Source: an optimization exercise on an open RTL-to-GDS flow (aim: small area and a short achievable clock period). Production flows keep margins and buffers that such runs may drop.
Where RTL was checked, it was by simulation tests only, not by an equivalence proof against the original.
Power and IR drop assume default switching activity.

==> inputs of wip/quartz <==
Design adder, start of the top module:
module adder #(
    parameter N = 512,
    parameter p = 512'h65b48e8f740f89bffc8ab0d15e3e4c4ab42d083aedc88c425afbfcc69322c9cda7aac6c567f35507516730cc1f0b4f25c2721bf457aca8351b81b90533c6c87b,
    parameter word_size = 32,
    parameter chunks = N/word_size
    ) (
    input clk,
    input rst,
    input c_in,
    input wire [N-1:0] X, Y,
    output wire [N:0] Z,
    output reg done
);
clock: 10.0 ns
lec_check: 0
abc_area: 1
cap_margin: 20
core_area: 10 10 370 370
cts_cluster_diameter: 80
cts_cluster_size: 30
die_area: 0 0 380 380
slew_margin: 20
synth_hierarchical: 1
synth_minimum_keep_size: 0
standard.sh (not shown) runs the stock make flow with config.mk's settings and CLKGATE_MAP_FILE= SYNTH_SCRIPT=/design/flow/synth_recipe.tcl, a recipe that flattens the netlist after the stock synthesis.
==> flow/flow/run.sh <==
#!/bin/bash
# Own layout flow: the standard flow with the standard synthesis unchanged, and
#  - port buffers made from plain buffers (buf_1, resized later as timing needs) instead of the
#    default delay buffer,
#  - pins allowed on every routing track of the die's edge, so that the die can be small,
set -euo pipefail
MARGIN=${MARGIN:-6.5}
bash standard.sh \
  "BUFFER_PORTS_ARGS=-buffer_cell sky130_fd_sc_hd__buf_1" \
  "PLACE_PINS_ARGS=-min_distance 1 -min_distance_in_tracks" \
  "SETUP_SLACK_MARGIN=$MARGIN" \
  finish > standard.log 2>&1
==> wip/umber (differences from wip/quartz) <==
--- a/flow/design.v
+++ b/flow/design.v
@@ -10,18 +10,18 @@
     input wire [N-1:0] X, Y,
     output wire [N:0] Z,
     output reg done
 );
 reg state;
 reg [511:0] bs;    
 reg [170:0] bg;    
 reg cr;           
-reg [512:0] zr;    
-assign Z = zr;
+reg zc;           
+assign Z = {zc, bs};    
 always @(posedge clk) begin
     if (rst) begin
         state <= 1'b0;
         done <= 1'b0;
     end else begin
         state <= 1'b1;
         done <= state;
     end
@@ -880,17 +880,16 @@
 adder_fa fa509 (.a(X[509]), .b(Y[509]), .ci(ic[508]), .s(isum[509]), .co(ic[509]));
 assign icout[169] = ic[509];
 assign isum[510] = X[510] ^ Y[510];
 assign ic[510] = X[510] & Y[510];
 adder_fa fa511 (.a(X[511]), .b(Y[511]), .ci(ic[510]), .s(isum[511]), .co(ic[511]));
 assign icout[170] = ic[511];
 always @(posedge clk) begin
     cr <= c_in;
-    bs <= isum;
     bg <= icout;
 end
 wire [170:0] bp;
 assign bp[0] = &bs[2:0];
 assign bp[1] = &bs[5:3];
 assign bp[2] = &bs[8:6];
 assign bp[3] = &bs[11:9];
 assign bp[4] = &bs[14:12];
@@ -3971,17 +3970,20 @@
 adder_ha ha507 (.a(bs[507]), .b(bc[169]), .s(zsum[507]), .co(oc[507]));
 adder_ha ha508 (.a(bs[508]), .b(oc[507]), .s(zsum[508]), .co(oc[508]));
 assign zsum[509] = bs[509] ^ oc[508];
 assign oc[509] = bs[509] & oc[508];
 adder_ha ha510 (.a(bs[510]), .b(bc[170]), .s(zsum[510]), .co(oc[510]));
 assign zsum[511] = bs[511] ^ oc[510];
 assign oc[511] = bs[511] & oc[510];
 always @(posedge clk) begin
-    if (!done) zr <= {bc[171], zsum};
+    if (!done) begin
+        bs <= state ? zsum : isum;
+        zc <= bc[171];
+    end
 end
 endmodule
 module adder_fa (input a, input b, input ci, output s, output co);
 assign {co, s} = a + b + ci;
 endmodule
 module adder_ha (input a, input b, output s, output co);
 assign {co, s} = a + b;
 endmodule
==> flow/flow/run.sh (replaced) <==
#!/bin/bash
# Own layout flow: the standard flow with the standard synthesis unchanged, and
#  - port buffers made from plain buffers (buf_1, resized later as timing needs) instead of the
#    default delay buffer,
#  - pins allowed on every routing track of the die's edge, so that the die can be small,
#  - after global placement, each output buffer moved next to the register that drives it
#    (move_outbufs.tcl); detailed placement legalizes it,
#  - clock tree sinks clustered in groups of up to 30 within 80 um, without dummy loads.
# Each tool's full output stays in orfs/logs/; make's output goes to standard.log and
# move_outbufs.log here.
set -euo pipefail
MARGIN=${MARGIN:-6.5}
HERE=$(pwd)
ARGS=(
  "BUFFER_PORTS_ARGS=-buffer_cell sky130_fd_sc_hd__buf_1"
  "PLACE_PINS_ARGS=-min_distance 1 -min_distance_in_tracks"
  "SETUP_SLACK_MARGIN=$MARGIN"
  "CTS_ARGS=-sink_clustering_enable -repair_clock_nets -sink_clustering_size 30 -sink_clustering_max_diameter 80 -dont_use_dummy_load"
)
RES=$HERE/orfs/results/sky130hd/adder/base
bash standard.sh "${ARGS[@]}" "$RES/3_3_place_gp.odb" > standard.log 2>&1
ODB_FILE=$RES/3_3_place_gp.odb openroad -no_init -exit "$HERE/flow/move_outbufs.tcl" > move_outbufs.log 2>&1
bash standard.sh "${ARGS[@]}" finish >> standard.log 2>&1
==> flow/flow/move_outbufs.tcl (new file) <==
# Moves each output port's buffer next to the register that drives it, so that the register
# drives a short wire and the (resizable) buffer drives the wire to the pin.
read_db $::env(ODB_FILE)
set block [ord::get_db_block]
set moved 0
foreach bterm [$block getBTerms] {
  if {[$bterm getIoType] ne "OUTPUT"} continue
  set net [$bterm getNet]
  if {$net eq "NULL"} continue
  set buf ""
  foreach it [$net getITerms] { if {[$it isOutputSignal]} { set buf [$it getInst] } }
  if {$buf eq ""} continue
  set drv ""
  foreach it [$buf getITerms] {
    if {[$it isInputSignal]} {
      set innet [$it getNet]
      if {$innet eq "NULL"} continue
      foreach jt [$innet getITerms] { if {[$jt isOutputSignal]} { set drv [$jt getInst] } }
    }
  }
  if {$drv eq ""} continue
  set loc [$drv getLocation]
  $buf setLocation [lindex $loc 0] [lindex $loc 1]
  incr moved
}
puts "moved $moved output buffers"
write_db $::env(ODB_FILE)
==> wip/indigo (differences from wip/quartz) <==
--- a/flow/design.v
+++ b/flow/design.v
@@ -10,18 +10,18 @@
     input wire [N-1:0] X, Y,
     output wire [N:0] Z,
     output reg done
 );
 reg state;
 reg [511:0] bs;    
 reg [170:0] bg;    
 reg cr;           
-reg [512:0] zr;    
-assign Z = zr;
+reg zc;           
+assign Z = {zc, bs};    
 always @(posedge clk) begin
     if (rst) begin
         state <= 1'b0;
         done <= 1'b0;
     end else begin
         state <= 1'b1;
         done <= state;
     end
@@ -880,17 +880,16 @@
 adder_fa fa509 (.a(X[509]), .b(Y[509]), .ci(ic[508]), .s(isum[509]), .co(ic[509]));
 assign icout[169] = ic[509];
 assign isum[510] = X[510] ^ Y[510];
 assign ic[510] = X[510] & Y[510];
 adder_fa fa511 (.a(X[511]), .b(Y[511]), .ci(ic[510]), .s(isum[511]), .co(ic[511]));
 assign icout[170] = ic[511];
 always @(posedge clk) begin
     cr <= c_in;
-    bs <= isum;
     bg <= icout;
 end
 wire [170:0] bp;
 assign bp[0] = &bs[2:0];
 assign bp[1] = &bs[5:3];
 assign bp[2] = &bs[8:6];
 assign bp[3] = &bs[11:9];
 assign bp[4] = &bs[14:12];
@@ -3971,17 +3970,20 @@
 adder_ha ha507 (.a(bs[507]), .b(bc[169]), .s(zsum[507]), .co(oc[507]));
 adder_ha ha508 (.a(bs[508]), .b(oc[507]), .s(zsum[508]), .co(oc[508]));
 assign zsum[509] = bs[509] ^ oc[508];
 assign oc[509] = bs[509] & oc[508];
 adder_ha ha510 (.a(bs[510]), .b(bc[170]), .s(zsum[510]), .co(oc[510]));
 assign zsum[511] = bs[511] ^ oc[510];
 assign oc[511] = bs[511] & oc[510];
 always @(posedge clk) begin
-    if (!done) zr <= {bc[171], zsum};
+    if (!done) begin
+        bs <= state ? zsum : isum;
+        zc <= bc[171];
+    end
 end
 endmodule
 module adder_fa (input a, input b, input ci, output s, output co);
 assign {co, s} = a + b + ci;
 endmodule
 module adder_ha (input a, input b, output s, output co);
 assign {co, s} = a + b;
 endmodule
==> flow/flow/run.sh (replaced) <==
#!/bin/bash
# Own layout flow: the standard flow with the standard synthesis unchanged, and
#  - port buffers made from plain buffers (buf_1, resized later as timing needs) instead of the
#    default delay buffer,
#  - pins allowed on every routing track of the die's edge, so that the die can be small,
#  - after global placement, each output buffer moved next to the register that drives it
#    (move_outbufs.tcl); detailed placement legalizes it,
#  - clock tree sinks clustered in groups of up to 30 within 80 um, without dummy loads.
# Each tool's full output stays in orfs/logs/; make's output goes to standard.log and
# move_outbufs.log here.
set -euo pipefail
MARGIN=${MARGIN:-6.65}
HERE=$(pwd)
ARGS=(
  "BUFFER_PORTS_ARGS=-buffer_cell sky130_fd_sc_hd__buf_1"
  "PLACE_PINS_ARGS=-min_distance 1 -min_distance_in_tracks"
  "SETUP_SLACK_MARGIN=$MARGIN"
  "CTS_ARGS=-sink_clustering_enable -repair_clock_nets -sink_clustering_size 30 -sink_clustering_max_diameter 80 -dont_use_dummy_load"
)
RES=$HERE/orfs/results/sky130hd/adder/base
bash standard.sh "${ARGS[@]}" "$RES/3_3_place_gp.odb" > standard.log 2>&1
ODB_FILE=$RES/3_3_place_gp.odb openroad -no_init -exit "$HERE/flow/move_outbufs.tcl" > move_outbufs.log 2>&1
bash standard.sh "${ARGS[@]}" finish >> standard.log 2>&1
==> flow/flow/move_outbufs.tcl (new file) <==
# Moves each output port's buffer next to the register that drives it, so that the register
# drives a short wire and the (resizable) buffer drives the wire to the pin.
read_db $::env(ODB_FILE)
set block [ord::get_db_block]
set moved 0
foreach bterm [$block getBTerms] {
  if {[$bterm getIoType] ne "OUTPUT"} continue
  set net [$bterm getNet]
  if {$net eq "NULL"} continue
  set buf ""
  foreach it [$net getITerms] { if {[$it isOutputSignal]} { set buf [$it getInst] } }
  if {$buf eq ""} continue
  set drv ""
  foreach it [$buf getITerms] {
    if {[$it isInputSignal]} {
      set innet [$it getNet]
      if {$innet eq "NULL"} continue
      foreach jt [$innet getITerms] { if {[$jt isOutputSignal]} { set drv [$jt getInst] } }
    }
  }
  if {$drv eq ""} continue
  set loc [$drv getLocation]
  $buf setLocation [lindex $loc 0] [lindex $loc 1]
  incr moved
}
puts "moved $moved output buffers"
write_db $::env(ODB_FILE)
==> qor summary <==
| metric | wip/quartz | wip/umber | wip/indigo |
|---|---|---|---|
| Share of the synthesized area in compound gates (AO/OA/AOI/OAI) | 0.0297 | 0.0510 | 0.0510 |
| Layout overhead on the synthesized area | 20.9% | 21.4% | 26.7% |
| Top FF cell, synth | sky130_fd_sc_hd__dfxtp_1 | sky130_fd_sc_hd__edfxtp_1 | sky130_fd_sc_hd__edfxtp_1 |
| Met1 Wirelength | 66900 um | 76100 um | 77700 um |
| Part of the total power dissipated in sequential elements | 0.537 | 0.446 | 0.428 |
| # resized after CTS | 21 | 58 | 451 |
| Number of multi-input logic gates | 2203 | 3567 | 3569 |
| Routed Wire Length | 173000 um | 202000 um | 209000 um |
| Clock buffer instance count of the final layout | 76 | 51 | 49 |
| Status | timing/DRC/antenna clean | timing/DRC/antenna clean | timing/DRC/antenna clean |
| Hold depth | 2 | 4 | 4 |
| Portion of the layout cell area used by non-clock buffers | 0.0976 | 0.116 | 0.145 |
| Clock transition time at the flip-flop clock pins of the worst setup and hold paths | 110 ps | 100 ps | 120 ps |
| GR Layer Usage met3 | 0.0836 | 0.102 | 0.107 |
| Critical hold path startpoint | state | bg[170] | bg[170] |
| Final Wtd Congestion | 0.967 | 0.970 | 1.02 |
| Worst-path maximum fanout | 1 | 3 | 3 |
Only the layout flow was run in wip/quartz; the RTL was not checked for function there.

==> static timing again, ports no longer ideal <==
The results above use ideal ports. As a check the final layouts listed here were re-extracted and re-timed, cells and wires unchanged.
Step 1 sets driving cells, clkbuf_16 on the clock port and buf_2 on the other inputs (assumed; they add their load-dependent delay and slew).
Step 2, shift: input delay + t, output delay - t, t = (earliest + latest rising clock arrival at the registers) / 2. This alone moves slack from input paths to output paths.
Slacks: ideal ports / drivers / drivers and shift; pairs: ideal ports / drivers.
| run | shift t [ns] | setup slack, ns | worst setup path after step 2 | cell pins on the clock port's net |
|---|---|---|---|---|
| wip/quartz | 0.769 | 6.531 / 6.460 / 6.566 | input to register | 1 |
| wip/umber | 0.708 | 6.507 / 6.434 / 6.195 | input to register | 1 |
| wip/indigo | 0.727 | 6.580 / 6.504 / 6.071 | input to register | 1 |
After both steps setup and hold are still met in every run listed. The setup slack of wip/indigo, which loses most, moves by -0.076 ns with the drivers and by -0.509 ns with both steps.
